Source: an optimization exercise on an open RTL-to-GDS flow (aim: small area, a short achievable clock period and few clock cycles). Production flows keep margins and buffers that such runs may drop.
At most, simulation tests tie the RTL to the original design; equivalence was not proved.
The RTL of runs 1 and 2 was laid out without a check of its function.
No activity file was given, so power comes from the tool's default toggle rates.

## flow/run.sh

```bash
#!/bin/bash
# Layout flow: the standard ORFS flow (standard synthesis, floorplan, power grid,
# placement, CTS, routing) with two changes to how the resizer works:
#  - ports are buffered with a plain buffer (buf_4) instead of the delay cell the
#    platform picks by default;
#  - the resizer may change a cell to any equivalent cell, not only one with the
#    same footprint (MATCH_CELL_FOOTPRINT=0).
# ORFS writes each step's full log under orfs/logs; make's own output goes to flow.log.
set -euo pipefail
bash standard.sh MATCH_CELL_FOOTPRINT=0 "BUFFER_PORTS_ARGS=-buffer_cell sky130_fd_sc_hd__buf_4" finish > flow.log 2>&1
```

## standard.sh

```bash
#!/bin/bash
# synth_recipe.tcl (not shown) runs the flow's synth.tcl, then flattens the netlist and writes it again
# the make line also repeats each setting of config.mk as NAME=value (left out here)
make -C /OpenROAD-flow-scripts/flow DESIGN_CONFIG=/design/flow/config.mk WORK_HOME=/design/flow/orfs CLKGATE_MAP_FILE= SYNTH_SCRIPT=/design/flow/synth_recipe.tcl "${@:-finish}"
```

## config.mk

```make
export PLATFORM = sky130hd
export DESIGN_NAME = cpu_hazard
export DESIGN_NICKNAME = cpu_hazard
export VERILOG_FILES = /design/flow/design.v
export SDC_FILE = /design/flow/constraint.sdc
export NUM_CORES = 4
export LEC_CHECK = 0
export CAP_MARGIN = 20
export CORE_MARGIN = 2
export CORE_UTILIZATION = 40
export SETUP_SLACK_MARGIN = 2.5
export SLEW_MARGIN = 20
```

## constraint.sdc

```tcl
create_clock -name core_clock -period 6.0 [get_ports {clk}]
set_input_delay 1.2000 -clock core_clock [delete_from_list [all_inputs] [get_ports {clk}]]
set_output_delay 1.2000 -clock core_clock [all_outputs]
set_load 0.01 [all_outputs]
```

## design.v

```verilog
`timescale 1ns / 1ps
module cpu_hazard(input wire clk,
           input wire rst,
           input wire enable,
           input wire start,
           output wire d_we,
           output wire [7:0] i_addr,
           output wire [7:0] d_addr,
           input  wire [15:0] i_datain,
           input  wire [15:0] d_datain,
           output wire [15:0] d_dataout,
           output wire busy
    );
    function automatic [7:0] add8(input [7:0] x, input [7:0] y);
      reg [7:0] p, g, t, gg, tt;
      integer d, i;
      begin
        p = x ^ y;
        g = x & y;
        t = x | y;
        gg = g;
        tt = t;
        for (d = 1; d < 8; d = d * 2)
          for (i = 7; i >= d; i = i - 1)
          begin
            if (d == 1 && i == 1)
              gg[1] = g[1] | ((t[1] & x[0]) & y[0]);
            else
              gg[i] = gg[i] | (tt[i] & gg[i - d]);
            tt[i] = tt[i] & tt[i - d];
          end
        add8 = p ^ {gg[6:0], 1'b0};
      end
    endfunction
    function automatic [7:0] inc8(input [7:0] x);
      integer i;
      begin
        for (i = 0; i < 8; i = i + 1)
          inc8[i] = x[i] ^ ((i == 0) ? 1'b1 : &(x | ~((8'd1 << i) - 8'd1)));
      end
    endfunction
    function automatic [15:0] rev16(input [15:0] x);
      integer i;
      for (i = 0; i < 16; i = i + 1) rev16[i] = x[15 - i];
    endfunction
    reg state;
    reg [7:0] pc;
    reg [15:0] gr [0:7];       
    reg [7:0]  vld;            
    reg zf, nf, cf;
    reg [15:0] ex_a;           
    reg [15:0] ex_b;           
    reg [3:0]  ex_sh;          
    reg [7:0]  ex_wsel;        
    reg        ex_load;
    reg        ex_store;
    reg        ex_flags;       
    reg        ex_sub;         
    reg        ex_cin;         
    reg        ex_sra;         
    reg        ex_s_add, ex_s_and, ex_s_or, ex_s_xor, ex_s_shr, ex_s_shl;
    assign i_addr = pc;
    assign busy = state;
    wire ex = state & enable;
    wire cin = ex_cin;
    wire [15:0] ap = ex_a ^ ex_b;
    wire [15:0] ag = ex_a & ex_b;
    wire [15:0] ao = ex_a | ex_b;
    reg [15:0] kg, kt;
    integer d, i;
    always @(*)
    begin
      kg = ag;
      kt = ao;
      for (d = 1; d < 16; d = d * 2)
        for (i = 15; i >= d; i = i - 1)
        begin
          kg[i] = kg[i] | (kt[i] & kg[i - d]);
          kt[i] = kt[i] & kt[i - d];
        end
    end
    wire [16:0] carry = {kg | (kt & {16{cin}}), cin};
    wire [15:0] sum = ap ^ carry[15:0];
    wire alu_cf = ex_sub ? ~carry[16] : carry[16];
    wire alu_zf = (ap == {ao[14:0], cin});
    wire alu_nf = sum[15];
    wire [15:0] sh_in = ex_s_shl ? rev16(ex_a) : ex_a;
    wire [31:0] shr = {{16{ex_sra & ex_a[15]}}, sh_in} >> ex_sh;
    wire [15:0] wd = ({16{ex_s_add}} & sum) | ({16{ex_s_and}} & ag) | ({16{ex_s_or}} & ao)
                   | ({16{ex_s_xor}} & ap) | ({16{ex_s_shr}} & shr[15:0])
                   | ({16{ex_s_shl}} & rev16(shr[15:0])) | ({16{ex_load}} & d_datain);
    wire [3:0] da_p = ex_a[3:0] ^ ex_sh;
    wire [3:0] da_g = ex_a[3:0] & ex_sh;
    wire [3:0] da_t = ex_a[3:0] | ex_sh;
    wire da_c1 = da_g[0];
    wire da_c2 = da_g[1] | ((da_t[1] & ex_a[0]) & ex_sh[0]);
    wire da_c3 = da_g[2] | (da_t[2] & da_g[1]) | (da_t[2] & da_t[1] & da_g[0]);
    wire da_c4 = da_g[3] | (da_t[3] & da_g[2]) | (da_t[3] & da_t[2] & da_g[1])
               | (da_t[3] & da_t[2] & da_t[1] & da_g[0]);
    wire [3:0] da_hi = ex_a[7:4];
    wire [3:0] da_inc = {da_hi[3] ^ (&da_hi[2:0]), da_hi[2] ^ (&da_hi[1:0]), da_hi[1] ^ da_hi[0], ~da_hi[0]};
    assign d_addr = {da_c4 ? da_inc : da_hi, da_p ^ {da_c3, da_c2, da_c1, 1'b0}};
    assign d_dataout = ex_b;
    assign d_we = ex_store;
    wire zf_n = ex_flags ? alu_zf : zf;
    wire nf_n = ex_flags ? alu_nf : nf;
    wire cf_n = ex_flags ? alu_cf : cf;
    always @(posedge clk or negedge rst)
    begin
      if (!rst)
      begin
        zf <= 1'b0;
        nf <= 1'b0;
        cf <= 1'b0;
      end
      else
      begin
        zf <= zf_n;
        nf <= nf_n;
        cf <= cf_n;
      end
    end
    integer k;
    always @(posedge clk)
    begin
      for (k = 0; k < 8; k = k + 1)
        if (ex_wsel[k])
          gr[k] <= wd;
    end
    always @(posedge clk or negedge rst)
    begin
      if (!rst) vld <= 8'b0;
      else vld <= vld | ex_wsel;
    end
    wire [4:0] op = i_datain[15:11];
    wire [2:0] rd = i_datain[10:8];
    wire [2:0] r1 = i_datain[6:4];
    wire [2:0] r2 = i_datain[2:0];
    wire [7:0] imm8 = i_datain[7:0];
    wire [3:0] imm4 = i_datain[3:0];
    wire op_halt  = (op == 5'b00001);
    wire op_load  = (op == 5'b00010);
    wire op_store = (op == 5'b00011);
    wire op_shl   = (op == 5'b00100) || (op == 5'b00101);
    wire op_srl   = (op == 5'b00110);
    wire op_sra   = (op == 5'b00111);
    wire op_and   = (op == 5'b01101);
    wire op_or    = (op == 5'b01110);
    wire op_xor   = (op == 5'b01111);
    wire op_ldih  = (op == 5'b10000);
    wire op_imm   = (op == 5'b01001) || (op == 5'b01011);
    wire op_sub   = (op == 5'b01010) || (op == 5'b01011) || (op == 5'b01100) || (op == 5'b10010);
    wire op_addc  = (op == 5'b10001);
    wire op_subc  = (op == 5'b10010);
    wire op_jump  = (op == 5'b11000);
    wire op_br    = (op[4:3] == 2'b11) && !op_jump;   
    wire op_arith = (op == 5'b01000) || (op == 5'b01001) || (op == 5'b01010) || (op == 5'b01011) || (op == 5'b01100)
                 || (op == 5'b10000) || (op == 5'b10001) || (op == 5'b10010);
    wire wr_reg   = op_load || op_shl || op_srl || op_sra || op_and || op_or || op_xor
                 || (op_arith && op != 5'b01100);
    wire a_is_rd  = op_imm || op_ldih;
    wire [7:0] o_rd = 8'd1 << rd;
    wire [7:0] o_r1 = 8'd1 << r1;
    wire [7:0] o_r2 = 8'd1 << r2;
    wire [7:0] s_a = a_is_rd ? o_rd : o_r1;
    wire b_imm = op_ldih || op_imm;
    wire [7:0] s_b = b_imm ? 8'b0 : op_store ? o_rd : o_r2;
    wire [7:0] e_a = s_a & vld;
    wire [7:0] e_b = s_b & vld;
    wire [7:0] e_t = o_rd & vld;
    reg [15:0] g_a, g_b;
    reg [7:0] g_t;
    integer m;
    always @(*)
    begin
      g_a = 16'b0;
      g_b = 16'b0;
      g_t = 8'b0;
      for (m = 0; m < 8; m = m + 1)
      begin
        g_a = g_a | (gr[m] & {16{e_a[m]}});
        g_b = g_b | (gr[m] & {16{e_b[m]}});
        g_t = g_t | (gr[m][7:0] & {8{e_t[m]}});
      end
    end
    wire a_fwd = |(s_a & ex_wsel);
    wire [15:0] a_next = a_fwd ? wd : g_a;
    wire b_fwd = |(s_b & ex_wsel);
    wire [15:0] b_reg = {16{op_sub}} ^ (g_b | ({16{op_ldih}} & {imm8, 8'b0}) | ({16{op_imm}} & {8'b0, imm8}));
    wire [15:0] b_wd = {16{op_sub}} ^ wd;
    wire [15:0] b_next = b_fwd ? b_wd : b_reg;
    wire br_stall = op_br && |(o_rd & ex_wsel);
    wire [7:0] target = add8(g_t, imm8);
    wire sel_z = (op[2:1] == 2'b01);
    wire sel_n = (op[2:1] == 2'b10);
    wire sel_c = (op[2:1] == 2'b11);
    wire t_reg = ((sel_z & zf) | (sel_n & nf) | (sel_c & cf)) ^ op[0];
    wire t_alu = ((sel_z & alu_zf) | (sel_n & alu_nf) | (sel_c & alu_cf)) ^ op[0];
    wire taken = (op[2:1] == 2'b00) | (ex_flags ? t_alu : t_reg);
    wire go = ex && !br_stall;      
    always @(posedge clk or negedge rst)
    begin
      if (!rst) state <= 1'b0;
      else if (!state) state <= enable & start;
      else state <= enable & ~op_halt;
    end
    wire [7:0] pc_seq = !go ? pc : op_jump ? imm8 : op_halt ? pc : inc8(pc);
    wire take = go && op_br && taken;
    always @(posedge clk or negedge rst)
    begin
      if (!rst) pc <= 8'b0;
      else pc <= take ? target : pc_seq;
    end
    always @(posedge clk or negedge rst)
    begin
      if (!rst)
      begin
        ex_wsel <= 8'b0;
        ex_load <= 1'b0;
        ex_store <= 1'b0;
        ex_flags <= 1'b0;
      end
      else
      begin
        ex_wsel <= (go && wr_reg) ? o_rd : 8'b0;
        ex_load <= go && op_load;
        ex_store <= go && op_store;
        ex_flags <= go && op_arith;
      end
    end
    always @(posedge clk)
    begin
      ex_sub <= op_sub;
      ex_cin <= op_sub ? ~(op_subc & cf_n) : (op_addc & cf_n);
      ex_sra <= op_sra;
      ex_s_add <= op_arith;
      ex_s_and <= op_and;
      ex_s_or <= op_or;
      ex_s_xor <= op_xor;
      ex_s_shr <= op_srl || op_sra;
      ex_s_shl <= op_shl;
      ex_sh <= imm4;
      ex_a <= a_next;
      ex_b <= b_next;
    end
endmodule
```

==> flow_summary.json, run 1 <==
{
  "crit_chain": "buf_4 > or4b_4 > a21oi_4 > buf_4 > a21oi_2 > and2_1 > buf_6 > a222oi_1 > nand3_1 > a221o_1 > mux2_4 > xnor2_2",
  "globalplace.congestion": 0.974,
  "drc_errors": 0,
  "fin_crit_ns": 3.50,
  "cp_max_fo": 16,
  "tns_ns": 0,
  "die_h_um": 184,
  "criticalPathCategory": "in2reg",
  "num_io_pins": 70,
  "nets": 1431,
  "num_rows": 65,
  "grt_overflow": 0,
  "status": "complete, no violations",
  "yosysMostFrequentCell": "edfxtp_1",
  "cts.sinks": 204,
  "antenna_found_initial": 0,
  "finalWirelength_um": 47200,
  "fmax_ghz": 0.286,
  "die-area_um2": 33700,
  "syn_nets": 1355,
  "fill_cells": 2836,
  "antennaDiodeCount": 0,
  "rrSetupSlack_ns": 2.57,
  "grt_pass1_vias": 11200,
  "grt_usage_pct": 27.3,
  "synthToLayoutAreaGrowth_pct": 19.5,
  "yosysTopAreaCellShare_pct": 29.8,
  "slowest_stage": "or4b_4",
  "root_buffer": "clkbuf_16",
  "cts_buffers": 24,
  "cp.required_ns": 6.42,
  "syn-cell-area_um2": 12900,
  "period_share_pct": 58.3,
  "final_hold_viol_count": 0,
  "p_total_mw": 4.64,
  "cp_slowest_stage_delay_ns": 0.57,
  "hpwl_um": 31900,
  "powerDensity_nw_per_um2": 301,
  "avgSynthCellArea_um2": 10.2,
  "drtAntennaViolNets": 0,
  "firstDrtPassIters": 8,
  "peakVddDrop_mv": 0.158,
  "setup_viol": 0,
  "initial_core_util_pct": 40.8,
  "ys_top_cells_by_area": "edfxtp_1 (30%), dfxtp_1 (7.0%), a22oi_1 (6.5%)",
  "grt_max_degree": 32,
  "skew_ns": 0.0153,
  "cp-end-kind": "flop",
  "clockBufferDepth": 3,
  "cts_tree": "yes",
  "synth.ff_latch_count": 204,
  "tightest_slew_ns": 1.15,
  "vias": 11600,
  "slew_viol_final": 0,
  "yosysSeqAreaShare_pct": 42.8,
  "syn_inst": 1260,
  "cp.arrival_ns": 3.92,
  "drt_iter0_drc": 1953,
  "yosysWarnings": 2,
  "synth_top_area_cell": "edfxtp_1",
  "ys.flop_type": "edfxtp_1",
  "clkLatencyLatePin_ns": 0.54,
  "yosys-top-cells-count": "edfxtp_1 (128), a22oi_1 (112), inv_1 (101), nand2_1 (70)",
  "synth_edf_count": 128,
  "core_um2": 31600,
  "cts_max_level": 1,
  "viasPerCell": 6.59,
  "start_kind": "input port",
  "path_clk_slew_ns": 0.06,
  "hold_buffers": 0,
  "synth_cell_types": 78,
  "crit_top_cell": "buf_4",
  "grt_pass1_wl_um": 69400,
  "async_reset_ff_share_pct": 15.2,
  "rsz0062_at_grt": "true",
  "routedWlPerCell_um": 26.9,
  "port-buffer-count": 69,
  "drv_cap": 0,
  "cellLeakagePower_nw": 5.96,
  "fp.dieW_um": 184,
  "path_buf_inv": 3,
  "hold_class": "reg2reg",
  "slew_headroom_pct": 23.1,
  "drive_gt1_share_pct": 24.9,
  "crit_family": "compound AO/OA/AOI/OAI gates"
}
==> placed cells by master, fill, tap and decap left out, drive strengths merged, types with 20 or more instances in the layout <==
cell    count
nand2      70
a22oi     112
nor2       59
inv       106
ha         58
nor3       20
a21oi      57
mux2       26
mux4       20
buf       132
a222oi     20
dfxtp      45
xnor2      33
nand3      44
edfxtp    128
a221oi     36
mux2i      25
dfrtp      31
o21ai      32
clkbuf     25
==> final cells by class <==
type	count	area [µm²]	area share, %
Clock buffer	25	604	3.92
Clock inverter	19	268	1.74
Inverter	104	407	2.64
Multi-Input combinational cell	870	7020	45.6
Sequential cell	204	5560	36.1
Tap cell	402	503	3.26
Timing Repair Buffer	132	1050	6.83
==> sequential cells by signal, summed over array words and instances, names as in the netlist <==
signal / cells
ex_s_shr: 1
ex_a: 16
ex_b: 16
ex_load: 1
ex_s_xor: 1
state: 1
ex_s_shl: 1
ex_s_and: 1
ex_s_or: 1
nf: 1
pc: 8
ex_flags: 1
gr: 128
ex_cin: 1
ex_sub: 1
cf: 1
vld: 8
zf: 1
ex_s_add: 1
ex_sh: 4
ex_sra: 1
ex_store: 1
ex_wsel: 8
==> kinds of logic (layout without fill, tap and decap cells) <==
kind of cell	after synthesis	count (layout)	share of synthesized area [%]
AOI/OAI and AO/OA	375	376	21.9
and+or+nand+nor	311	312	12.3
xor gates and xnor gates	52	52	3.59
DFF	204	204	42.8
buffers and inverters	188	280	5.85
adders and majority gates	59	59	5.78
muxes	71	71	7.73
==> final timing paths <==
check | startpoint | endpoint | cells after the start
setup / recovery | i_datain[14] | ex_b[13] | 12
hold / removal | nf | nf | 1
setup reg to reg | ex_a[3] | ex_a[7] | 10
hold reg to reg | nf | nf | 1
max in group asynchronous | rst | ex_wsel[1] | 1
min in group asynchronous | rst | pc[4] | 1
==> worst register-to-register path, cell delays in order, from the launching register on <==
cell	delay, ns
dfxtp_4	0.41
inv_1	0.13
ha_2	0.24
or4_1	0.53
a21o_1	0.21
a41oi_4	0.22
nor2_1	0.12
a21o_1	0.19
a211oi_1	0.57
inv_1	0.34
mux2_2	0.35
==> through the flow <==
step                instance area [µm²]  setup WS (ns)  instances  hold WS (ns)  util, %
global route                      15400           2.48       1756         0.524     48.7
global placement                  13800           1.51       1666         0.493     43.6
finish                            15400           2.50       1756         0.513     48.7
CTS                               15000           2.49       1727         0.510     47.3
detailed placement                13800           1.41       1666         0.493     43.6
floorplan                         13000           2.46       1260         0.454        -
==> what timing repair did <==
action | CTS | global route
cloned | 2 | 0
buffers inserted | 15 | 29
setup endpoints to repair | 111 | 58
gates resized for setup | 50 | 60
pin swaps | 9 | 22
==> layer usage <==
metal  routed length (µm)  up-vias  global-route usage (%)
li1                     -     4997                       -
met1                18900     5615                    36.3
met2                20800      769                    42.5
met3                 4890      198                    5.71
met4                 2620        0                    13.2
met5                    0        -                       0
==> report_power, final <==
part | internal [mW] | leakage (nW) | switching (mW) | total, mW
Clock | 0.966 | 0.409 | 0.627 | 1.59
Combinational | 0.534 | 3.59 | 0.728 | 1.26
Sequential | 1.63 | 1.96 | 0.158 | 1.79
==> run 2, diff against run 1 <==
==> flow/run.sh (replaced) <==
#!/bin/bash
# Layout flow: the standard ORFS flow (standard synthesis, floorplan, power grid,
# placement, CTS, routing) with these changes to how the layout is made:
#  - ports are buffered with a plain buffer (buf_4) instead of the delay cell the
#    platform picks by default;
#  - the resizer may change a cell to any equivalent cell, not only one with the
#    same footprint (MATCH_CELL_FOOTPRINT=0);
#  - clock tree synthesis adds no dummy load cells (the standard CTS arguments
#    plus -dont_use_dummy_load),
#    with clusters of up to 20 sinks within 200 um.
# ORFS writes each step's full log under orfs/logs; make's own output goes to flow.log.
set -euo pipefail
bash standard.sh MATCH_CELL_FOOTPRINT=0 \
  "BUFFER_PORTS_ARGS=-buffer_cell sky130_fd_sc_hd__buf_4" \
  "CTS_ARGS=-sink_clustering_enable -repair_clock_nets -dont_use_dummy_load -sink_clustering_size 20 -sink_clustering_max_diameter 200" \
  finish > flow.log 2>&1
==> flow_summary.json, run 2 <==
{
  "status": "complete, no violations",
  "crit_chain": "buf_4 > or4b_4 > a21oi_4 > buf_4 > buf_4 > a21oi_2 > and2_4 > buf_12 > a222oi_1 > nand3_1 > a221o_1 > mux2_4 > xnor2_2",
  "p_seq_share_pct": 45.6,
  "drtAntennaViolNets": 0,
  "cts_buffers": 14,
  "criticalPathCategory": "in2reg",
  "path_buf_inv": 4,
  "grt_max_degree": 32,
  "top_usage_layer": "met2",
  "root_buffer": "clkbuf_16",
  "num_io_pins": 70,
  "slew_headroom_pct": 20.2,
  "tns_ns": 0,
  "hold_class": "reg2reg",
  "syn_inst": 1260,
  "die-area_um2": 33700,
  "drive_gt1_share_pct": 23.2,
  "slew_viol_final": 0,
  "grt_pass1_wl_um": 68700,
  "skew_ns": 0.0575,
  "drc_errors": 0,
  "grt_use_met1_pct": 36.6,
  "regMostFlops": "gr",
  "fp.dieW_um": 184,
  "yosysSeqAreaShare_pct": 42.8,
  "crit_top_cell": "buf_4",
  "hold_depth": 1,
  "start_kind": "input port",
  "cellLeakagePower_nw": 5.73,
  "synth_cell_types": 78,
  "hold_buffers": 0,
  "synth_top_area_cell": "edfxtp_1",
  "firstDrtPassIters": 9,
  "netSwitchingPower_mw": 1.33,
  "fin_crit_ns": 3.53,
  "cp-end-kind": "flop",
  "slowest_stage": "or4b_4",
  "setup_viol": 0,
  "grt_use_met3_pct": 4.89,
  "tightest_slew_ns": 1.19,
  "clockBufferDepth": 3,
  "drv_cap": 0,
  "ys_top_cells_by_area": "edfxtp_1 (30%), dfxtp_1 (7.0%), a22oi_1 (6.5%)",
  "avgSynthCellArea_um2": 10.2,
  "async_reset_ff_share_pct": 15.2,
  "syn-cell-area_um2": 12900,
  "cts.sinks": 204,
  "antenna_found_initial": 0,
  "path_clk_slew_ns": 0.09,
  "num_rows": 65,
  "fin_cells": 1724,
  "grt_overflow": 0,
  "fill_cells": 2865,
  "fmax_ghz": 0.284,
  "final_cell_mix": "edfxtp_1 (128), buf_4 (120), a22oi_1 (110)",
  "use_met2_pct": 42.0,
  "cp_max_fo": 16,
  "antennaDiodeCount": 0,
  "nets": 1419,
  "cp_slowest_stage_delay_ns": 0.61,
  "dp.cells": 1666,
  "cts_tree": "yes",
  "cp.arrival_ns": 3.88,
  "vias": 11500,
  "hpwl_um": 31900,
  "drt_iter0_drc": 1951,
  "final_common_cell": "edfxtp_1",
  "cp.required_ns": 6.36,
  "final_hold_viol_count": 0,
  "crit_family": "simple AND/OR/NAND/NOR gates",
  "cts_max_level": 1,
  "rsz0062_at_grt": "true",
  "yosys-top-cells-count": "edfxtp_1 (128), a22oi_1 (112), inv_1 (101), nand2_1 (70)",
  "swShare_pct": 34.1,
  "yosysWarnings": 2,
  "viasPerCell": 6.64,
  "setup_ws_ns": 2.47,
  "finalWirelength_um": 46900,
  "yosysTopAreaCellShare_pct": 29.8,
  "syn_nets": 1355,
  "synth.ff_latch_count": 204,
  "grt_usage_pct": 27.0,
  "ff2ff_path_depth": 11,
  "dp_slack_ns": 1.41,
  "die_h_um": 184,
  "port-buffer-count": 69,
  "powerDensity_nw_per_um2": 262,
  "initial_core_util_pct": 40.8,
  "core_um2": 31600,
  "ys.flop_type": "edfxtp_1",
  "grt_pass1_vias": 11100,
  "synth_edf_count": 128,
  "routedWlPerCell_um": 27.2,
  "clkPwrFrac_pct": 22.2,
  "rrSetupSlack_ns": 2.61,
  "internal_power_mw": 2.58,
  "path_depth": 13,
  "synthToLayoutAreaGrowth_pct": 15.6,
  "period_share_pct": 58.8,
  "peakVddDrop_mv": 0.137,
  "globalplace.congestion": 0.974,
  "p_total_mw": 3.91,
  "yosysMostFrequentCell": "edfxtp_1",
  "largest_reg_flops": 128,
  "largestRegisters": "gr (128), ex_a (16), ex_b (16)",
  "combPwrFrac_pct": 32.2,
  "clkLatencyLatePin_ns": 0.50
}
run 2: cell counts after synthesis:
Identical to the previous run, type by type.
run 2: cell families (layout without fill, tap and decap cells):
family / Yosys count / after routing / synth area share [%]
AOI/OAI and AO/OA: 375 / 377 / 21.9
and+or+nand+nor: 311 / 312 / 12.3
DFF: 204 / 204 / 42.8
buffers and inverters: 188 / 247 / 5.85
muxes: 71 / 71 / 7.73
adders and majority gates: 59 / 59 / 5.78
xor gates and xnor gates: 52 / 52 / 3.59
run 2: final cells by class:
class / instances / area, µm² / share of cell area [%]
flip-flops and latches: 204 / 5560 / 37.3
well taps: 402 / 503 / 3.37
repair buffers: 129 / 1060 / 7.11
clock buffers: 14 / 350 / 2.35
multi-input cells: 871 / 7040 / 47.2
inverters: 104 / 407 / 2.73
run 2: repair_timing:
action                     4_1_cts  5_1_grt
pin swaps                       10       22
resized for setup               59       55
setup endpoints to repair      111       49
setup buffers                   15       25
gates cloned                     3        1
run 2: worst paths after layout:
| kind | to | from |
|---|---|---|
| min in group asynchronous | pc[4] | rst |
| worst max-delay path | ex_b[13] | i_datain[11] |
| worst min-delay path | nf | nf |
| worst min register to register | nf | nf |
| worst max register to register | ex_b[13] | ex_a[2] |
| max in group asynchronous | ex_wsel[5] | rst |
run 2: worst reg2reg max path: stages, from the launching register on:
cell	delay, ns
dfxtp_2	0.43
inv_1	0.17
ha_2	0.25
or4_1	0.47
a21o_1	0.21
a41oi_4	0.22
o211ai_1	0.18
a211oi_1	0.39
o21ai_0	0.15
a31o_2	0.35
mux2_4	0.31
xnor2_2	0.13
run 2: power by group through the flow:
stage	combinational, mW	sequential (mW)	clock, mW
floorplan	0.761	1.75	0
global placement	1.16	1.80	0
detailed placement	1.16	1.80	0
CTS	1.19	1.78	0.874
global route	1.36	1.79	0.923
finish	1.26	1.78	0.868
run 2: metal layers:
layer | vias to the layer above | share of wire (%)
met1 | 5572 | 41
met3 | 173 | 9.7
met5 | - | 0
li1 | 4953 | -
met2 | 754 | 44
met4 | 0 | 5.3
run 2: per-stage QoR:
stage / hold WS [ns] / utilization (%) / instance area (µm²)
4_1_cts: 0.517 / 45.6 / 14400
3_3_place_gp: 0.493 / 43.6 / 13800
2_1_floorplan: 0.454 / - / 13000
5_1_grt: 0.532 / 47.1 / 14900
6_report: 0.519 / 47.1 / 14900
3_5_place_dp: 0.493 / 43.6 / 13800
==> run 3, diff against run 2 <==
--- a/design.v
+++ b/design.v
@@ -85,9 +85,21 @@
     wire alu_zf = (ap == {ao[14:0], cin});
     wire alu_nf = sum[15];
-    wire [15:0] sh_in = ex_s_shl ? rev16(ex_a) : ex_a;
-    wire [31:0] shr = {{16{ex_sra & ex_a[15]}}, sh_in} >> ex_sh;
+    wire fill = ex_sra & ex_a[15];
+    reg [15:0] sx, sy;
+    integer sk, si;
+    always @(*)
+    begin
+      sx = ex_a;
+      for (sk = 0; sk < 4; sk = sk + 1)
+      begin
+        for (si = 0; si < 16; si = si + 1)
+          sy[si] = (ex_s_shl & ex_sh[sk] & ((si >= (1 << sk)) ? sx[(si - (1 << sk)) & 15] : 1'b0))
+                 | (ex_s_shr & ex_sh[sk] & ((si + (1 << sk) <= 15) ? sx[(si + (1 << sk)) & 15] : fill))
+                 | (~ex_sh[sk] & sx[si]);
+        sx = sy;
+      end
+    end
     wire [15:0] wd = ({16{ex_s_add}} & sum) | ({16{ex_s_and}} & ag) | ({16{ex_s_or}} & ao)
-                   | ({16{ex_s_xor}} & ap) | ({16{ex_s_shr}} & shr[15:0])
-                   | ({16{ex_s_shl}} & rev16(shr[15:0])) | ({16{ex_load}} & d_datain);
+                   | ({16{ex_s_xor}} & ap) | ({16{ex_s_shr | ex_s_shl}} & sx) | ({16{ex_load}} & d_datain);
     wire [3:0] da_p = ex_a[3:0] ^ ex_sh;
     wire [3:0] da_g = ex_a[3:0] & ex_sh;
--- a/flow/run.sh
+++ b/flow/run.sh
@@ -7,10 +7,9 @@
 #    same footprint (MATCH_CELL_FOOTPRINT=0);
 #  - clock tree synthesis adds no dummy load cells (the standard CTS arguments
-#    plus -dont_use_dummy_load),
-#    with clusters of up to 20 sinks within 200 um.
+#    plus -dont_use_dummy_load).
 # ORFS writes each step's full log under orfs/logs; make's own output goes to flow.log.
 set -euo pipefail
 bash standard.sh MATCH_CELL_FOOTPRINT=0 \
   "BUFFER_PORTS_ARGS=-buffer_cell sky130_fd_sc_hd__buf_4" \
-  "CTS_ARGS=-sink_clustering_enable -repair_clock_nets -dont_use_dummy_load -sink_clustering_size 20 -sink_clustering_max_diameter 200" \
+  "CTS_ARGS=-sink_clustering_enable -repair_clock_nets -dont_use_dummy_load" \
   finish > flow.log 2>&1
==> flow_summary.json, run 3 <==
{
  "fin_crit_ns": 3.43,
  "worstSetupStartpoint": "ex_a[1]",
  "period_share_pct": 57.2,
  "num_rows": 66,
  "rrSetupSlack_ns": 2.61,
  "worst_hold_slack_ns": 0.529,
  "setup_viol": 0,
  "synthToLayoutAreaGrowth_pct": 14.5,
  "yosysWarnings": 2,
  "firstDrtPassIters": 9,
  "die-area_um2": 34700,
  "synth_cell_types": 95,
  "num_io_pins": 70,
  "crit_end": "d_addr[5]",
  "clockBufferDepth": 3,
  "grt_usage_pct": 27.7,
  "ys_top_cells_by_area": "edfxtp_1 (29%), a22oi_1 (8.0%), dfxtp_1 (6.8%)",
  "yosys-top-cells-count": "a22oi_1 (141), edfxtp_1 (128), inv_1 (89), nor2_1 (74), clkbuf_1 (69)",
  "criticalPathCategory": "reg2out",
  "yosysSeqAreaShare_pct": 41.5,
  "path_clk_slew_ns": 0.06,
  "syn_inst": 1356,
  "largest_reg_flops": 128,
  "routedWlPerCell_um": 26.8,
  "grt_overflow": 0,
  "largestRegisters": "gr (128), ex_a (16), ex_b (16)",
  "viasPerCell": 6.60,
  "regMostFlops": "gr",
  "cts_tree": "yes",
  "drc_errors": 0,
  "vias": 12100,
  "syn-cell-area_um2": 13300,
  "final_area_um2": 15200,
  "nets": 1490,
  "ys.flop_type": "edfxtp_1",
  "cellLeakagePower_nw": 5.71,
  "globalplace.congestion": 0.941,
  "antennaDiodeCount": 0,
  "cp-end-kind": "primary output",
  "tns_ns": 0,
  "grt_max_degree": 40,
  "port-buffer-count": 69,
  "fmax_ghz": 0.291,
  "hpwl_um": 34000,
  "cts.sinks": 204,
  "async_reset_ff_share_pct": 15.2,
  "slew_viol_final": 0,
  "powerDensity_nw_per_um2": 278,
  "status": "complete, no violations",
  "drt_iter0_drc": 2072,
  "grt_pass1_wl_um": 71500,
  "ff2ff_path_depth": 9,
  "hold_buffers": 0,
  "slew_headroom_pct": 20.1,
  "hold_class": "reg2reg",
  "rr_startpoint": "ex_a[13]",
  "start_kind": "flop",
  "cts_max_level": 1,
  "drv_cap": 0,
  "grt_pass1_vias": 11400,
  "peakVddDrop_mv": 0.182,
  "root_buffer": "clkbuf_16",
  "syn_nets": 1452,
  "initial_core_util_pct": 40.7,
  "r2r-end": "pc[0]",
  "finalWirelength_um": 49200,
  "yosysMostFrequentCell": "a22oi_1",
  "placed_area_um2": 14100,
  "cp.required_ns": 4.80,
  "final_cell_mix": "a22oi_1 (141), edfxtp_1 (128), buf_4 (111)",
  "final_common_cell": "a22oi_1",
  "clkLatencyLatePin_ns": 0.52,
  "tightest_slew_ns": 1.20,
  "synth_top_area_cell": "edfxtp_1",
  "synth_edf_count": 128,
  "skew_ns": 0.0250,
  "core_um2": 32600,
  "drive_gt1_share_pct": 19.5,
  "antenna_found_initial": 0,
  "multi_input_area_um2": 7240,
  "drtAntennaViolNets": 0,
  "cp_max_fo": 6,
  "final_hold_viol_count": 0,
  "synth.ff_latch_count": 204,
  "die_h_um": 186,
  "rsz0062_at_grt": "true",
  "yosysTopAreaCellShare_pct": 28.9,
  "register_area_um2": 5550,
  "cts_buffers": 23,
  "fill_cells": 3014,
  "avgSynthCellArea_um2": 9.80,
  "fp.dieW_um": 186,
  "cp.arrival_ns": 2.23
}
## run 3: cell count changes after synthesis, sizes merged, moves of 11 or more
| cell | delta |
|---|---|
| a211oi | +11 |
| a221oi | -15 |
| a22oi | +29 |
| a31oi | +17 |
| mux4 | -20 |
| nand3 | -15 |
| nor2 | +17 |
| o21ai | +17 |
## run 3: metrics by stage
| stage | utilization [%] | setup WS [ns] | total power, mW | std cells |
|---|---|---|---|---|
| 6_report | 46.6 | 2.57 | 4.24 | 1834 |
| 5_1_grt | 46.6 | 2.48 | 4.41 | 1834 |
| 4_1_cts | 45.6 | 2.50 | 4.18 | 1814 |
| 3_5_place_dp | 43.3 | 1.48 | 2.98 | 1784 |
| 3_3_place_gp | 43.2 | 1.48 | 2.97 | 1784 |
| 2_1_floorplan | - | 2.24 | 2.52 | 1356 |
## run 3: cell families (layout without fill, tap and decap cells)
family                     Yosys count  in the layout  share of synthesized area, %
and+or+nand+nor                    341            341                          13.7
adders and majority gates           60             60                          5.71
DFF                                204            204                          41.5
AOI/OAI and AO/OA                  449            449                          25.4
muxes                               47             47                          3.73
xor gates and xnor gates            58             58                          3.82
buffers and inverters              197            233                          6.02
## run 3: cell type report
type / instances / area share (%)
Inverter: 93 / 2.43
Sequential cell: 204 / 36.5
Clock buffer: 23 / 3.78
Tap cell: 442 / 3.63
Timing Repair Buffer: 117 / 6.13
Multi-Input combinational cell: 955 / 47.6
## run 3: timing repair
action                     4_1_cts  5_1_grt
setup endpoints to repair       96       85
buffers inserted                 7       19
cloned                           0        1
pin swaps                        4       14
gates resized for setup         49       48
## run 3: report_power, final
group | total (mW) | leakage [nW] | switching [mW] | internal [mW]
Clock | 1.19 | 0.283 | 0.521 | 0.669
Combinational | 1.25 | 3.47 | 0.737 | 0.513
Sequential | 1.80 | 1.95 | 0.163 | 1.63
Total | 4.24 | 5.71 | 1.42 | 2.82
## run 3: layer usage
| metal | part of all wire, % | wire length [µm] | up-vias | track usage (%) |
|---|---|---|---|---|
| met5 | 0 | 0 | - | 0.286 |
| met1 | 41 | 20000 | 5818 | 37.4 |
| met2 | 44 | 21500 | 854 | 43.3 |
| met3 | 10 | 5130 | 163 | 4.56 |
| met4 | 5.2 | 2550 | 0 | 13.7 |
| li1 | - | - | 5276 | - |
## run 3: worst min-delay path by stage
stage | start | endpoint | slack [ns] | depth (start not counted)
3_5_place_dp | nf | nf | 0.51 | 1
3_3_place_gp | nf | nf | 0.50 | 1
4_1_cts | vld[3] | vld[3] | 0.53 | 1
6_report | nf | nf | 0.53 | 1
5_1_grt | vld[3] | vld[3] | 0.55 | 1
2_1_floorplan | vld[4] | vld[4] | 0.46 | 1
## run 3: worst max-delay path: stages, from the launching register on
cell     delay, ns
dfxtp_4       0.40
inv_6         0.10
ha_1          0.15
inv_1         0.05
a21oi_2       0.13
nor2_1        0.06
nor2_2        0.11
nor2_1        0.07
nor2_2        0.17
mux2_4        0.32
buf_4         0.14
Testbench counts of run 3, summed over its fixed seeds: cycles 82,400.
==> run 4, diff against run 3 <==
--- a/config.mk
+++ b/config.mk
@@ -9,4 +9,4 @@
 export CORE_MARGIN = 2
 export CORE_UTILIZATION = 40
-export SETUP_SLACK_MARGIN = 2.5
+export SETUP_SLACK_MARGIN = 2.7
 export SLEW_MARGIN = 20
==> flow_summary.json, run 4 <==
{
  "ff2ff_path_depth": 9,
  "largestRegisters": "gr (128), ex_a (16), ex_b (16)",
  "grt_usage_pct": 28.3,
  "worst_hold_slack_ns": 0.521,
  "root_buffer": "clkbuf_16",
  "drv_cap": 0,
  "worstSetupStartpoint": "ex_sh[0]",
  "cp_max_fo": 4,
  "fp.dieW_um": 186,
  "crit_top_cell": "nor2_2",
  "hold_class": "reg2reg",
  "cp.arrival_ns": 2.10,
  "yosys-top-cells-count": "a22oi_1 (141), edfxtp_1 (128), inv_1 (89), nor2_1 (74), clkbuf_1 (69)",
  "status": "complete, no violations",
  "routedWlPerCell_um": 27.3,
  "cp.required_ns": 4.80,
  "initial_core_util_pct": 40.7,
  "port-buffer-count": 69,
  "largest_reg_flops": 128,
  "hold_buffers": 0,
  "syn-cell-area_um2": 13300,
  "drtAntennaViolNets": 0,
  "final_common_cell": "a22oi_1",
  "yosysWarnings": 2,
  "num_io_pins": 70,
  "globalplace.congestion": 0.984,
  "peakVddDrop_mv": 0.229,
  "synth_edf_count": 128,
  "synth.ff_latch_count": 204,
  "drt_iter0_drc": 1892,
  "viasPerCell": 6.69,
  "fill_cells": 2946,
  "rr_startpoint": "ex_a[11]",
  "firstDrtPassIters": 7,
  "crit_end": "d_addr[5]",
  "final_area_um2": 16000,
  "yosysTopAreaCellShare_pct": 28.9,
  "min_from": "zf",
  "cp-end-kind": "primary output",
  "path_clk_slew_ns": 0.06,
  "skew_ns": 0.0638,
  "placed_area_um2": 14100,
  "slew_headroom_pct": 27.2,
  "yosysMostFrequentCell": "a22oi_1",
  "path_buf_inv": 2,
  "cp_slowest_stage_delay_ns": 0.35,
  "cellLeakagePower_nw": 6.00,
  "setup_ws_ns": 2.70,
  "p_total_mw": 4.34,
  "fmax_ghz": 0.303,
  "final_hold_viol_count": 0,
  "path_depth": 9,
  "ys_top_cells_by_area": "edfxtp_1 (29%), a22oi_1 (8.0%), dfxtp_1 (6.8%)",
  "tns_ns": 0,
  "core_um2": 32600,
  "num_rows": 66,
  "vias": 12500,
  "crit_family": "simple AND/OR/NAND/NOR gates",
  "grt_max_degree": 32,
  "crit_chain": "buf_12 > ha_4 > a21oi_2 > nor2_1 > nor2_2 > nor2_2 > nor2_4 > mux2_2 > buf_4",
  "hpwl_um": 34000,
  "avgSynthCellArea_um2": 9.80,
  "final_cell_mix": "a22oi_1 (140), buf_4 (131), edfxtp_1 (128)",
  "synth_top_area_cell": "edfxtp_1",
  "start_kind": "flop",
  "cts_tree": "yes",
  "synth_cell_types": 95,
  "cts_buffers": 24,
  "regMostFlops": "gr",
  "yosysSeqAreaShare_pct": 41.5,
  "fin_crit_ns": 3.30,
  "nets": 1527,
  "powerDensity_nw_per_um2": 272,
  "dp_slack_ns": 1.42,
  "syn_nets": 1452,
  "antenna_found_initial": 0,
  "die_h_um": 186,
  "synthToLayoutAreaGrowth_pct": 20.2,
  "syn_inst": 1356,
  "rrSetupSlack_ns": 2.77,
  "clkLatencyLatePin_ns": 0.54,
  "die-area_um2": 34700,
  "setup_viol": 0,
  "drc_errors": 0,
  "clockBufferDepth": 3,
  "grt_pass1_vias": 11800,
  "slew_viol_final": 0,
  "finalWirelength_um": 51100,
  "cts.sinks": 204,
  "register_area_um2": 5580,
  "tightest_slew_ns": 1.09,
  "async_reset_ff_share_pct": 15.2,
  "criticalPathCategory": "reg2out",
  "r2r-end": "pc[0]",
  "cts_max_level": 1,
  "multi_input_area_um2": 7440,
  "grt_overflow": 0,
  "grt_pass1_wl_um": 73300,
  "slowest_stage": "dfxtp_4",
  "drive_gt1_share_pct": 24.1,
  "period_share_pct": 55.1,
  "rsz0062_at_grt": "true",
  "ys.flop_type": "edfxtp_1"
}
## run 4: cell counts after synthesis
No cell type changed its count.
## run 4: routing by layer
layer	track usage (%)	routed length (µm)	up-vias
li1	-	-	5355
met1	37.5	20200	5982
met2	43.3	22500	959
met3	6.06	5400	219
met4	15.2	3050	0
met5	0	0	-
## run 4: cells by family (layout without fill, tap and decap cells)
kind of cell / Yosys count / in the layout / synth area share, %
AOI/OAI and AO/OA: 449 / 449 / 25.4
and+or+nand+nor: 341 / 344 / 13.7
DFF: 204 / 204 / 41.5
buffers and inverters: 197 / 267 / 6.02
adders and majority gates: 60 / 60 / 5.71
xor gates and xnor gates: 58 / 58 / 3.82
muxes: 47 / 47 / 3.73
other: 0 / 1 / 0
## run 4: power breakdown
group	leakage (nW)	total [mW]	switching [mW]	internal [mW]
combinational	3.74	1.34	0.773	0.562
sequential	1.96	1.80	0.160	1.64
clock	0.296	1.21	0.515	0.696
## run 4: final cells by class
cell class                 instances  area share [%]
antenna                            1          0.0157
clock buffer                      24            3.76
inverter                          93            2.35
multi-input combinational        958            46.6
sequential                       204            34.9
tap                              442            3.46
timing repair buffer             150            8.85
## run 4: worst min-delay path: cells and delay by family (launching register included)
kind                   cells  cell delay, ns
buffers and inverters      1            0.05
flip-flops                 1            0.37
multiplexers               1            0.05
## run 4: what timing repair did
action	4_1_cts	5_1_grt
buffers inserted	29	23
hold endpoints to repair	0	0
pin swaps	16	22
setup endpoints to repair	146	58
gates cloned	3	9
resized for setup	98	69
## run 4: metrics by stage
stage          utilization, %  instances
3_3_place_gp             43.2       1783
2_1_floorplan               -       1356
4_1_cts                  47.0       1839
3_5_place_dp             43.3       1783
5_1_grt                  48.9       1871
6_report                 49.0       1872
## run 4: worst min path at each step
stage | to | depth (start not counted)
CTS | nf | 1
global route | nf | 1
global placement | nf | 1
finish | zf | 2
floorplan | vld[4] | 1
detailed placement | nf | 1
==> run 5, diff against run 4 <==
--- a/flow/run.sh
+++ b/flow/run.sh
@@ -7,9 +7,10 @@
 #    same footprint (MATCH_CELL_FOOTPRINT=0);
 #  - clock tree synthesis adds no dummy load cells (the standard CTS arguments
-#    plus -dont_use_dummy_load).
+#    plus -dont_use_dummy_load),
+#    with clusters of up to 25 sinks per leaf buffer.
 # ORFS writes each step's full log under orfs/logs; make's own output goes to flow.log.
 set -euo pipefail
 bash standard.sh MATCH_CELL_FOOTPRINT=0 \
   "BUFFER_PORTS_ARGS=-buffer_cell sky130_fd_sc_hd__buf_4" \
-  "CTS_ARGS=-sink_clustering_enable -repair_clock_nets -dont_use_dummy_load" \
+  "CTS_ARGS=-sink_clustering_enable -repair_clock_nets -dont_use_dummy_load -sink_clustering_size 25" \
   finish > flow.log 2>&1
--- a/config.mk
+++ b/config.mk
@@ -9,4 +9,4 @@
 export CORE_MARGIN = 2
 export CORE_UTILIZATION = 40
-export SETUP_SLACK_MARGIN = 2.7
+export SETUP_SLACK_MARGIN = 2.5
 export SLEW_MARGIN = 20
==> flow_summary.json, run 5 <==
{
  "status": "complete, no violations",
  "synth_edf_count": 128,
  "core_um2": 32600,
  "viasPerCell": 6.60,
  "synth_cell_types": 95,
  "grt_pass1_wl_um": 71500,
  "ys.flop_type": "edfxtp_1",
  "root_buffer": "clkbuf_16",
  "cts.sinks": 204,
  "dp.cells": 1784,
  "multi_input_area_um2": 7240,
  "drc_errors": 0,
  "die_h_um": 186,
  "skew_ns": 0.0250,
  "cp.required_ns": 4.80,
  "die-area_um2": 34700,
  "cp.arrival_ns": 2.23,
  "criticalPathCategory": "reg2out",
  "slew_headroom_pct": 20.1,
  "clockBufferDepth": 3,
  "fin_cells": 1834,
  "synthToLayoutAreaGrowth_pct": 14.5,
  "num_rows": 66,
  "hold_class": "reg2reg",
  "drtAntennaViolNets": 0,
  "cp_max_fo": 6,
  "firstDrtPassIters": 9,
  "async_reset_ff_share_pct": 15.2,
  "drv_cap": 0,
  "routedWlPerCell_um": 26.8,
  "peakVddDrop_mv": 0.182,
  "final_hold_viol_count": 0,
  "cp_slowest_stage_delay_ns": 0.40,
  "syn_inst": 1356,
  "slowest_stage": "dfxtp_4",
  "hold_buffers": 0,
  "dp_slack_ns": 1.48,
  "final_cell_mix": "a22oi_1 (141), edfxtp_1 (128), buf_4 (111)",
  "cts_tree": "yes",
  "grt_overflow": 0,
  "syn_nets": 1452,
  "ys_top_cells_by_area": "edfxtp_1 (29%), a22oi_1 (8.0%), dfxtp_1 (6.8%)",
  "yosysMostFrequentCell": "a22oi_1",
  "drt_iter0_drc": 2072,
  "cts_buffers": 23,
  "port-buffer-count": 69,
  "p_total_mw": 4.24,
  "cp-end-kind": "primary output",
  "setup_ws_ns": 2.57,
  "slew_viol_final": 0,
  "path_clk_slew_ns": 0.06,
  "final_area_um2": 15200,
  "yosysSeqAreaShare_pct": 41.5,
  "hpwl_um": 34000,
  "drive_gt1_share_pct": 19.5,
  "yosysTopAreaCellShare_pct": 28.9,
  "avgSynthCellArea_um2": 9.80,
  "powerDensity_nw_per_um2": 278,
  "globalplace.congestion": 0.941,
  "tightest_slew_ns": 1.20,
  "grt_max_degree": 40,
  "antenna_found_initial": 0,
  "setup_viol": 0,
  "rsz0062_at_grt": "true",
  "num_io_pins": 70,
  "antennaDiodeCount": 0,
  "final_util_pct": 46.6,
  "register_area_um2": 5550,
  "yosys-top-cells-count": "a22oi_1 (141), edfxtp_1 (128), inv_1 (89), nor2_1 (74), clkbuf_1 (69)",
  "clkLatencyLatePin_ns": 0.52,
  "start_kind": "flop",
  "vias": 12100,
  "cts_max_level": 1,
  "fill_cells": 3014,
  "period_share_pct": 57.2,
  "syn-cell-area_um2": 13300,
  "fin_crit_ns": 3.43,
  "tns_ns": 0,
  "placed_area_um2": 14100,
  "final_common_cell": "a22oi_1",
  "nets": 1490,
  "regMostFlops": "gr",
  "synth.ff_latch_count": 204,
  "largestRegisters": "gr (128), ex_a (16), ex_b (16)",
  "fp.dieW_um": 186,
  "fmax_ghz": 0.291,
  "initial_core_util_pct": 40.7,
  "grt_pass1_vias": 11400,
  "crit_chain": "inv_6 > ha_1 > inv_1 > a21oi_2 > nor2_1 > nor2_2 > nor2_1 > nor2_2 > mux2_4 > buf_4",
  "yosysWarnings": 2,
  "largest_reg_flops": 128,
  "cellLeakagePower_nw": 5.71,
  "finalWirelength_um": 49200,
  "worst_hold_slack_ns": 0.529,
  "grt_usage_pct": 27.7,
  "synth_top_area_cell": "edfxtp_1"
}
run 5: cell types whose count changed in the layout (fill, tap and decap cells not counted), moves of 6 or more:
cell / delta
buf_4: -20
ha_2: -6
ha_1: +7
dfxtp_1: +9
clkbuf_16: -9
dfxtp_4: -9
run 5: repair_timing:
action	4_1_cts	5_1_grt
endpoints found under the setup margin	96	85
setup buffers	7	19
pin swaps	4	14
gates resized for setup	49	48
gates cloned	0	1
run 5: cell families after synthesis:
group / Yosys count / share of synthesized area [%]
AO/OA/AOI/OAI: 449 / 25.4
AND/OR/NAND/NOR: 341 / 13.7
flip-flops: 204 / 41.5
buffers and inverters: 197 / 6.02
adder cells (fa/ha/maj): 60 / 5.71
XOR/XNOR: 58 / 3.82
multiplexers: 47 / 3.73
run 5: final timing paths:
| check | from | to | slack, ns | cells past startpoint |
|---|---|---|---|---|
| worst max-delay path | ex_a[1] | d_addr[5] | 2.57 | 10 |
| worst min-delay path | nf | nf | 0.53 | 1 |
| worst max register to register | ex_a[13] | pc[0] | 2.61 | 9 |
| worst min register to register | nf | nf | 0.53 | 1 |
| max in group asynchronous | rst | ex_wsel[4] | 5.05 | 1 |
| min in group asynchronous | rst | vld[6] | 0.62 | 1 |
run 5: where the power goes:
group | internal (mW) | switching (mW) | leakage (nW) | total [mW]
clock | 0.669 | 0.521 | 0.283 | 1.19
sequential | 1.63 | 0.163 | 1.95 | 1.80
combinational | 0.513 | 0.737 | 3.47 | 1.25
total | 2.82 | 1.42 | 5.71 | 4.24
run 5: worst max-delay path, delay by kind of cell, from the launching register on:
| kind | cells | cell delay, ns |
|---|---|---|
| muxes | 1 | 0.32 |
| buffers and inverters | 3 | 0.29 |
| and+or+nand+nor | 4 | 0.41 |
| AOI/OAI and AO/OA | 1 | 0.13 |
| DFF | 1 | 0.40 |
| adders and majority gates | 1 | 0.15 |
run 5: per-layer routing:
metal | vias up | GRT usage [%] | share of wire, %
li1 | 5276 | - | -
met1 | 5818 | 37.4 | 41
met2 | 854 | 43.3 | 44
met3 | 163 | 4.56 | 10
met4 | 0 | 13.7 | 5.2
met5 | - | 0.286 | 0
run 5: layout make-up:
cell class              count  area share, %
clock buffers              23           3.78
well taps                 442           3.63
flip-flops and latches    204           36.5
repair buffers            117           6.13
multi-input cells         955           47.6
inverters                  93           2.43
==> run 6, diff against run 5 <==
--- a/flow/run.sh
+++ b/flow/run.sh
@@ -8,9 +8,9 @@
 #  - clock tree synthesis adds no dummy load cells (the standard CTS arguments
 #    plus -dont_use_dummy_load),
-#    with clusters of up to 25 sinks per leaf buffer.
+#    with clusters of up to 40 sinks per leaf buffer.
 # ORFS writes each step's full log under orfs/logs; make's own output goes to flow.log.
 set -euo pipefail
 bash standard.sh MATCH_CELL_FOOTPRINT=0 \
   "BUFFER_PORTS_ARGS=-buffer_cell sky130_fd_sc_hd__buf_4" \
-  "CTS_ARGS=-sink_clustering_enable -repair_clock_nets -dont_use_dummy_load -sink_clustering_size 25" \
+  "CTS_ARGS=-sink_clustering_enable -repair_clock_nets -dont_use_dummy_load -sink_clustering_size 40" \
   finish > flow.log 2>&1
==> flow_summary.json, run 6 <==
{
  "status": "complete, no violations",
  "synth_edf_count": 128,
  "drt_iter0_drc": 2124,
  "synthToLayoutAreaGrowth_pct": 14.5,
  "start_kind": "flop",
  "die-area_um2": 34700,
  "combPwrFrac_pct": 29.5,
  "regMostFlops": "gr",
  "fmax_ghz": 0.292,
  "slew_headroom_pct": 18.3,
  "tightest_slew_ns": 1.23,
  "hold_class": "reg2reg",
  "synth_cell_types": 95,
  "cellLeakagePower_nw": 5.71,
  "nets": 1490,
  "vias": 12000,
  "globalplace.congestion": 0.941,
  "criticalPathCategory": "reg2out",
  "clkLatencyLatePin_ns": 0.52,
  "num_io_pins": 70,
  "clkPwrFrac_pct": 28.1,
  "cp_max_fo": 6,
  "cp-end-kind": "primary output",
  "p_total_mw": 4.23,
  "path_clk_slew_ns": 0.06,
  "syn-cell-area_um2": 13300,
  "cp.arrival_ns": 2.22,
  "syn_nets": 1452,
  "avgSynthCellArea_um2": 9.80,
  "slew_viol_final": 0,
  "port-buffer-count": 69,
  "skew_ns": 0.0222,
  "largest_reg_flops": 128,
  "netSwitchingPower_mw": 1.42,
  "synth_top_area_cell": "edfxtp_1",
  "core_um2": 32600,
  "synth.ff_latch_count": 204,
  "grt_overflow": 0,
  "yosysWarnings": 2,
  "swShare_pct": 33.5,
  "cp.required_ns": 4.80,
  "powerDensity_nw_per_um2": 278,
  "final_common_cell": "a22oi_1",
  "antennaDiodeCount": 0,
  "firstDrtPassIters": 9,
  "period_share_pct": 57.1,
  "cts_tree": "yes",
  "yosysMostFrequentCell": "a22oi_1",
  "drc_errors": 0,
  "fill_cells": 3014,
  "final_hold_viol_count": 0,
  "routedWlPerCell_um": 26.8,
  "finalWirelength_um": 49100,
  "final_cell_mix": "a22oi_1 (141), edfxtp_1 (128), buf_4 (111)",
  "yosysSeqAreaShare_pct": 41.5,
  "ys.flop_type": "edfxtp_1",
  "drv_cap": 0,
  "root_buffer": "clkbuf_16",
  "drive_gt1_share_pct": 19.5,
  "internal_power_mw": 2.82,
  "cts_buffers": 23,
  "yosys-top-cells-count": "a22oi_1 (141), edfxtp_1 (128), inv_1 (89), nor2_1 (74), clkbuf_1 (69)",
  "grt_pass1_vias": 11400,
  "rsz0062_at_grt": "true",
  "antenna_found_initial": 0,
  "p_seq_share_pct": 42.4,
  "tns_ns": 0,
  "viasPerCell": 6.57,
  "ys_top_cells_by_area": "edfxtp_1 (29%), a22oi_1 (8.0%), dfxtp_1 (6.8%)",
  "grt_max_degree": 40,
  "num_rows": 66,
  "fp.dieW_um": 186,
  "grt_usage_pct": 27.7,
  "clockBufferDepth": 3,
  "largestRegisters": "gr (128), ex_a (16), ex_b (16)",
  "yosysTopAreaCellShare_pct": 28.9,
  "grt_pass1_wl_um": 71500,
  "cts.sinks": 204,
  "peakVddDrop_mv": 0.183,
  "cts_max_level": 1,
  "hpwl_um": 34000,
  "die_h_um": 186,
  "initial_core_util_pct": 40.7,
  "syn_inst": 1356,
  "async_reset_ff_share_pct": 15.2,
  "setup_viol": 0,
  "fin_crit_ns": 3.43,
  "drtAntennaViolNets": 0
}
==> run 6: cell counts after synthesis <==
Identical to the previous run, type by type.
==> run 6: worst max-delay path, cell delays in order (launching register included) <==
cell and delay (ns):
dfxtp_4 0.40, inv_6 0.10, ha_1 0.15, inv_1 0.05
a21oi_2 0.13, nor2_1 0.06, nor2_2 0.11, nor2_1 0.07
nor2_2 0.17, mux2_4 0.32, buf_4 0.14
==> run 6: power by group through the flow <==
stage / Sequential, mW / Clock (mW) / Combinational (mW)
after floorplan: 1.75 / 0 / 0.769
after global placement: 1.81 / 0 / 1.16
after detailed placement: 1.81 / 0 / 1.17
after CTS: 1.79 / 1.20 / 1.19
after global routing: 1.80 / 1.26 / 1.35
final: 1.80 / 1.19 / 1.25
==> run 6: kinds of logic (layout without fill, tap and decap cells) <==
logic type | Yosys count | in the layout | share of synthesized area [%]
flip-flops | 204 | 204 | 41.5
AND/OR/NAND/NOR | 341 | 341 | 13.7
multiplexers | 47 | 47 | 3.73
adder cells (fa/ha/maj) | 60 | 60 | 5.71
buffers and inverters | 197 | 233 | 6.02
AO/OA/AOI/OAI | 449 | 449 | 25.4
XOR/XNOR | 58 | 58 | 3.82
==> run 6: layout make-up <==
class | count | area, µm² | area share (%)
sequential | 204 | 5550 | 36.5
multi-input combinational | 955 | 7240 | 47.6
tap | 442 | 553 | 3.63
clock buffer | 23 | 576 | 3.78
inverter | 93 | 370 | 2.43
timing repair buffer | 117 | 932 | 6.13
==> run 6: final timing paths <==
| path | from | endpoint | slack, ns | depth (start not counted) |
|---|---|---|---|---|
| worst max-delay path | ex_a[1] | d_addr[5] | 2.58 | 10 |
| worst min-delay path | nf | nf | 0.53 | 1 |
| worst max register to register | ex_a[7] | pc[0] | 2.62 | 9 |
| worst min register to register | nf | nf | 0.53 | 1 |
| max in group asynchronous | rst | ex_wsel[4] | 5.03 | 1 |
| min in group asynchronous | rst | vld[6] | 0.63 | 1 |
==> run 6: routing by layer <==
layer	vias to the layer above	global-route usage [%]	share of wire, %
met2	841	43.3	44
met5	-	0.286	0
met1	5762	37.4	40
li1	5273	-	-
met3	166	4.56	10
met4	0	13.7	5.3
==> run 6: repair_timing <==
item | 4_1_cts | 5_1_grt
endpoints found under the hold margin | 0 | 0
gates resized for setup | 49 | 48
pin swaps | 4 | 14
cloned | 0 | 1
setup buffers | 7 | 19
hold buffers | 0 | 0
endpoints found under the setup margin | 96 | 85
==> run 6: metrics by stage <==
stage / utilization [%] / setup slack, ns / instances / hold slack [ns] / instance area [µm²]
after floorplan: - / 2.24 / 1356 / 0.459 / 13400
after global placement: 43.2 / 1.48 / 1784 / 0.498 / 14100
after detailed placement: 43.3 / 1.48 / 1784 / 0.509 / 14100
after CTS: 45.6 / 2.50 / 1814 / 0.530 / 14900
after global routing: 46.6 / 2.48 / 1834 / 0.546 / 15200
final: 46.6 / 2.58 / 1834 / 0.529 / 15200
==> run 7, diff against run 6 <==
--- a/flow/run.sh
+++ b/flow/run.sh
@@ -8,9 +8,9 @@
 #  - clock tree synthesis adds no dummy load cells (the standard CTS arguments
 #    plus -dont_use_dummy_load),
-#    with clusters of up to 40 sinks per leaf buffer.
+#    with clusters of up to 30 sinks within 250 um.
 # ORFS writes each step's full log under orfs/logs; make's own output goes to flow.log.
 set -euo pipefail
 bash standard.sh MATCH_CELL_FOOTPRINT=0 \
   "BUFFER_PORTS_ARGS=-buffer_cell sky130_fd_sc_hd__buf_4" \
-  "CTS_ARGS=-sink_clustering_enable -repair_clock_nets -dont_use_dummy_load -sink_clustering_size 40" \
+  "CTS_ARGS=-sink_clustering_enable -repair_clock_nets -dont_use_dummy_load -sink_clustering_size 30 -sink_clustering_max_diameter 250" \
   finish > flow.log 2>&1
==> flow_summary.json, run 7 <==
{
  "status": "complete, no violations",
  "rsz0062_at_grt": "true",
  "num_io_pins": 70,
  "yosys-top-cells-count": "a22oi_1 (141), edfxtp_1 (128), inv_1 (89), nor2_1 (74), clkbuf_1 (69)",
  "synth_top_family_by_area": "compound AO/OA/AOI/OAI gates",
  "routedWlPerCell_um": 26.8,
  "root_buffer": "clkbuf_16",
  "globalplace.congestion": 0.941,
  "vias": 12000,
  "avgSynthCellArea_um2": 9.80,
  "cp-end-kind": "primary output",
  "slew_viol_final": 0,
  "cts.sinks": 204,
  "clkLatencyLatePin_ns": 0.49,
  "holdPathEnd": "nf",
  "criticalPathCategory": "reg2out",
  "yosys.area_share.simple_pct": 13.7,
  "clockBufferDepth": 3,
  "antenna_found_initial": 0,
  "die-area_um2": 34700,
  "yosysTopAreaCellShare_pct": 28.9,
  "hpwl_um": 34000,
  "port-buffer-count": 69,
  "drtAntennaViolNets": 0,
  "grt_max_degree": 40,
  "drt_iter0_drc": 2063,
  "final_cell_mix": "a22oi_1 (141), edfxtp_1 (128), buf_4 (111)",
  "fmax_ghz": 0.291,
  "hold_depth": 1,
  "cellLeakagePower_nw": 5.53,
  "cts_tree": "yes",
  "async_reset_ff_share_pct": 15.2,
  "cts_buffers": 10,
  "start_kind": "flop",
  "cp.arrival_ns": 2.24,
  "yosysSeqAreaShare_pct": 41.5,
  "ff2ff_path_depth": 9,
  "peakVddDrop_mv": 0.145,
  "antennaDiodeCount": 0,
  "fp.dieW_um": 186,
  "final_hold_viol_count": 0,
  "nets": 1476,
  "muxShareOfSynthArea_pct": 3.73,
  "r2r-end": "pc[0]",
  "tns_ns": 0,
  "synth_compound_area_share_pct": 25.4,
  "largest_reg_flops": 128,
  "synthAdderAreaFrac_pct": 5.71,
  "tightest_slew_ns": 1.21,
  "placed_area_um2": 14100,
  "syn_nets": 1452,
  "setup_viol": 0,
  "largestRegisters": "gr (128), ex_a (16), ex_b (16)",
  "rrSetupSlack_ns": 2.59,
  "powerDensity_nw_per_um2": 254,
  "drv_cap": 0,
  "num_rows": 66,
  "period_share_pct": 57.3,
  "yosysMostFrequentCell": "a22oi_1",
  "fin_crit_ns": 3.44,
  "hold_class": "reg2reg",
  "grt_pass1_wl_um": 71100,
  "viasPerCell": 6.59,
  "rr_startpoint": "ex_a[12]",
  "cts_max_level": 1,
  "synthXorXnorAreaFrac_pct": 3.82,
  "ys_top_cells_by_area": "edfxtp_1 (29%), a22oi_1 (8.0%), dfxtp_1 (6.8%)",
  "drc_errors": 0,
  "grt_overflow": 0,
  "syn_inst": 1356,
  "yosysWarnings": 2,
  "synthToLayoutAreaGrowth_pct": 11.6,
  "core_um2": 32600,
  "cp.required_ns": 4.80,
  "fill_cells": 3047,
  "synth_edf_count": 128,
  "firstDrtPassIters": 7,
  "regMostFlops": "gr",
  "final_common_cell": "a22oi_1",
  "synth_top_area_cell": "edfxtp_1",
  "cp_max_fo": 6,
  "ys.flop_type": "edfxtp_1",
  "grt_usage_pct": 27.6,
  "initial_core_util_pct": 40.7,
  "skew_ns": 0.0312,
  "synth_cell_types": 95,
  "grt_pass1_vias": 11300,
  "die_h_um": 186,
  "worst_hold_slack_ns": 0.543,
  "finalWirelength_um": 48700,
  "path_clk_slew_ns": 0.12,
  "drive_gt1_share_pct": 18.4,
  "min_from": "nf",
  "final_area_um2": 14800,
  "slew_headroom_pct": 19.6,
  "synth.ff_latch_count": 204,
  "syn-cell-area_um2": 13300
}
run 7: stage by stage:
stage,worst slack [ns],util (%),total power [mW],std cells
floorplan,2.24,-,2.52,1356
global placement,1.48,43.2,2.97,1784
detailed placement,1.48,43.3,2.98,1784
CTS,2.50,44.6,3.72,1802
global route,2.48,45.5,3.93,1820
finish,2.56,45.5,3.76,1820
run 7: cell families after synthesis:
| family | count (synthesis) |
|---|---|
| and+or+nand+nor | 341 |
| AOI/OAI and AO/OA | 449 |
| xor gates and xnor gates | 58 |
| adders and majority gates | 60 |
| DFF | 204 |
| buffers and inverters | 197 |
| muxes | 47 |
run 7: metal layers:
layer / wire [µm] / up-vias / track usage [%]
li1: - / 5240 / -
met1: 19700 / 5767 / 37.3
met2: 21100 / 805 / 42.8
met3: 5220 / 176 / 5.10
met4: 2700 / 0 / 13.2
met5: 0 / - / 0
run 7: power by group:
group          total [mW]  internal [mW]  switching [mW]
Combinational        1.24          0.507           0.736
Clock               0.731          0.303           0.428
Sequential           1.79           1.63           0.160
run 7: area by class of cell:
type / instances / area, µm² / share of cell area [%]
inverter: 93 / 360 / 2.43
clock buffer: 10 / 250 / 1.69
tap: 442 / 553 / 3.73
multi-input combinational: 955 / 7220 / 48.7
sequential: 204 / 5540 / 37.4
timing repair buffer: 116 / 907 / 6.12
run 7: timing repair:
item | CTS | global route
pin swaps | 4 | 10
gates resized for setup | 50 | 36
buffers inserted | 8 | 18
endpoints found under the setup margin | 112 | 96
hold buffers | 0 | 0
run 7: how the worst max path moves through the flow:
stage	start	end	slack [ns]	cells after the start
3_5_place_dp	i_datain[15]	ex_a[5]	1.48	8
5_1_grt	ex_sh[0]	d_addr[5]	2.48	9
6_report	ex_a[1]	d_addr[5]	2.56	10
3_3_place_gp	i_datain[15]	ex_a[10]	1.48	7
2_1_floorplan	i_datain[9]	pc[5]	2.24	15
4_1_cts	ex_a[3]	ex_a[7]	2.50	10
run 7: worst max-delay path: stages (launching register included):
cell and delay, ns:
dfxtp_2 0.42, inv_4 0.14, ha_1 0.16, inv_1 0.06, a21oi_2 0.12, nor2_1 0.06, nor2_2 0.11, nor2_1 0.07
nor2_2 0.14, mux2_2 0.35, buf_4 0.14

-- port drivers added, routing unchanged --
The results above use ideal ports. As a check the final layouts listed here were re-extracted and re-timed, cells and wires unchanged. Step 1: set_driving_cell puts a clkbuf_16 on clk and a buf_2 on each other input, an assumption about the parent block. Step 2, shift: input delay + t, output delay - t, t = (earliest + latest rising clock arrival at the registers) / 2. This alone moves slack from input paths to output paths. Slacks: no drivers / after step 1 / after step 2; pairs: no drivers / after step 1.
| run | t (ns) | setup WS [ns] | worst setup path after step 2 | slew at the worst register clock pin (ns) | worst data-port slew with drivers (ns) |
|---|---|---|---|---|---|
| run 1 | 0.579 | 2.500 / 2.527 / 1.948 | input to register | 0.07 / 0.07 | 0.05 |
| run 2 | 0.524 | 2.473 / 2.498 / 1.974 | input to register | 0.10 / 0.10 | 0.05 |
| run 3 | 0.560 | 2.569 / 2.517 / 2.067 | input to register | 0.06 / 0.06 | 0.04 |
| run 4 | 0.560 | 2.696 / 2.577 / 2.017 | input to register | 0.06 / 0.06 | 0.20 |
| run 5 | 0.560 | 2.569 / 2.517 / 2.067 | input to register | 0.06 / 0.06 | 0.04 |
| run 6 | 0.558 | 2.575 / 2.523 / 2.068 | input to register | 0.06 / 0.06 | 0.05 |
| run 7 | 0.520 | 2.561 / 2.511 / 2.082 | input to register | 0.13 / 0.13 | 0.04 |
After both steps setup and hold are still met in every run listed. For run 4, which loses most, drivers alone change the setup slack by -0.119 ns; drivers and shift together by -0.679 ns.
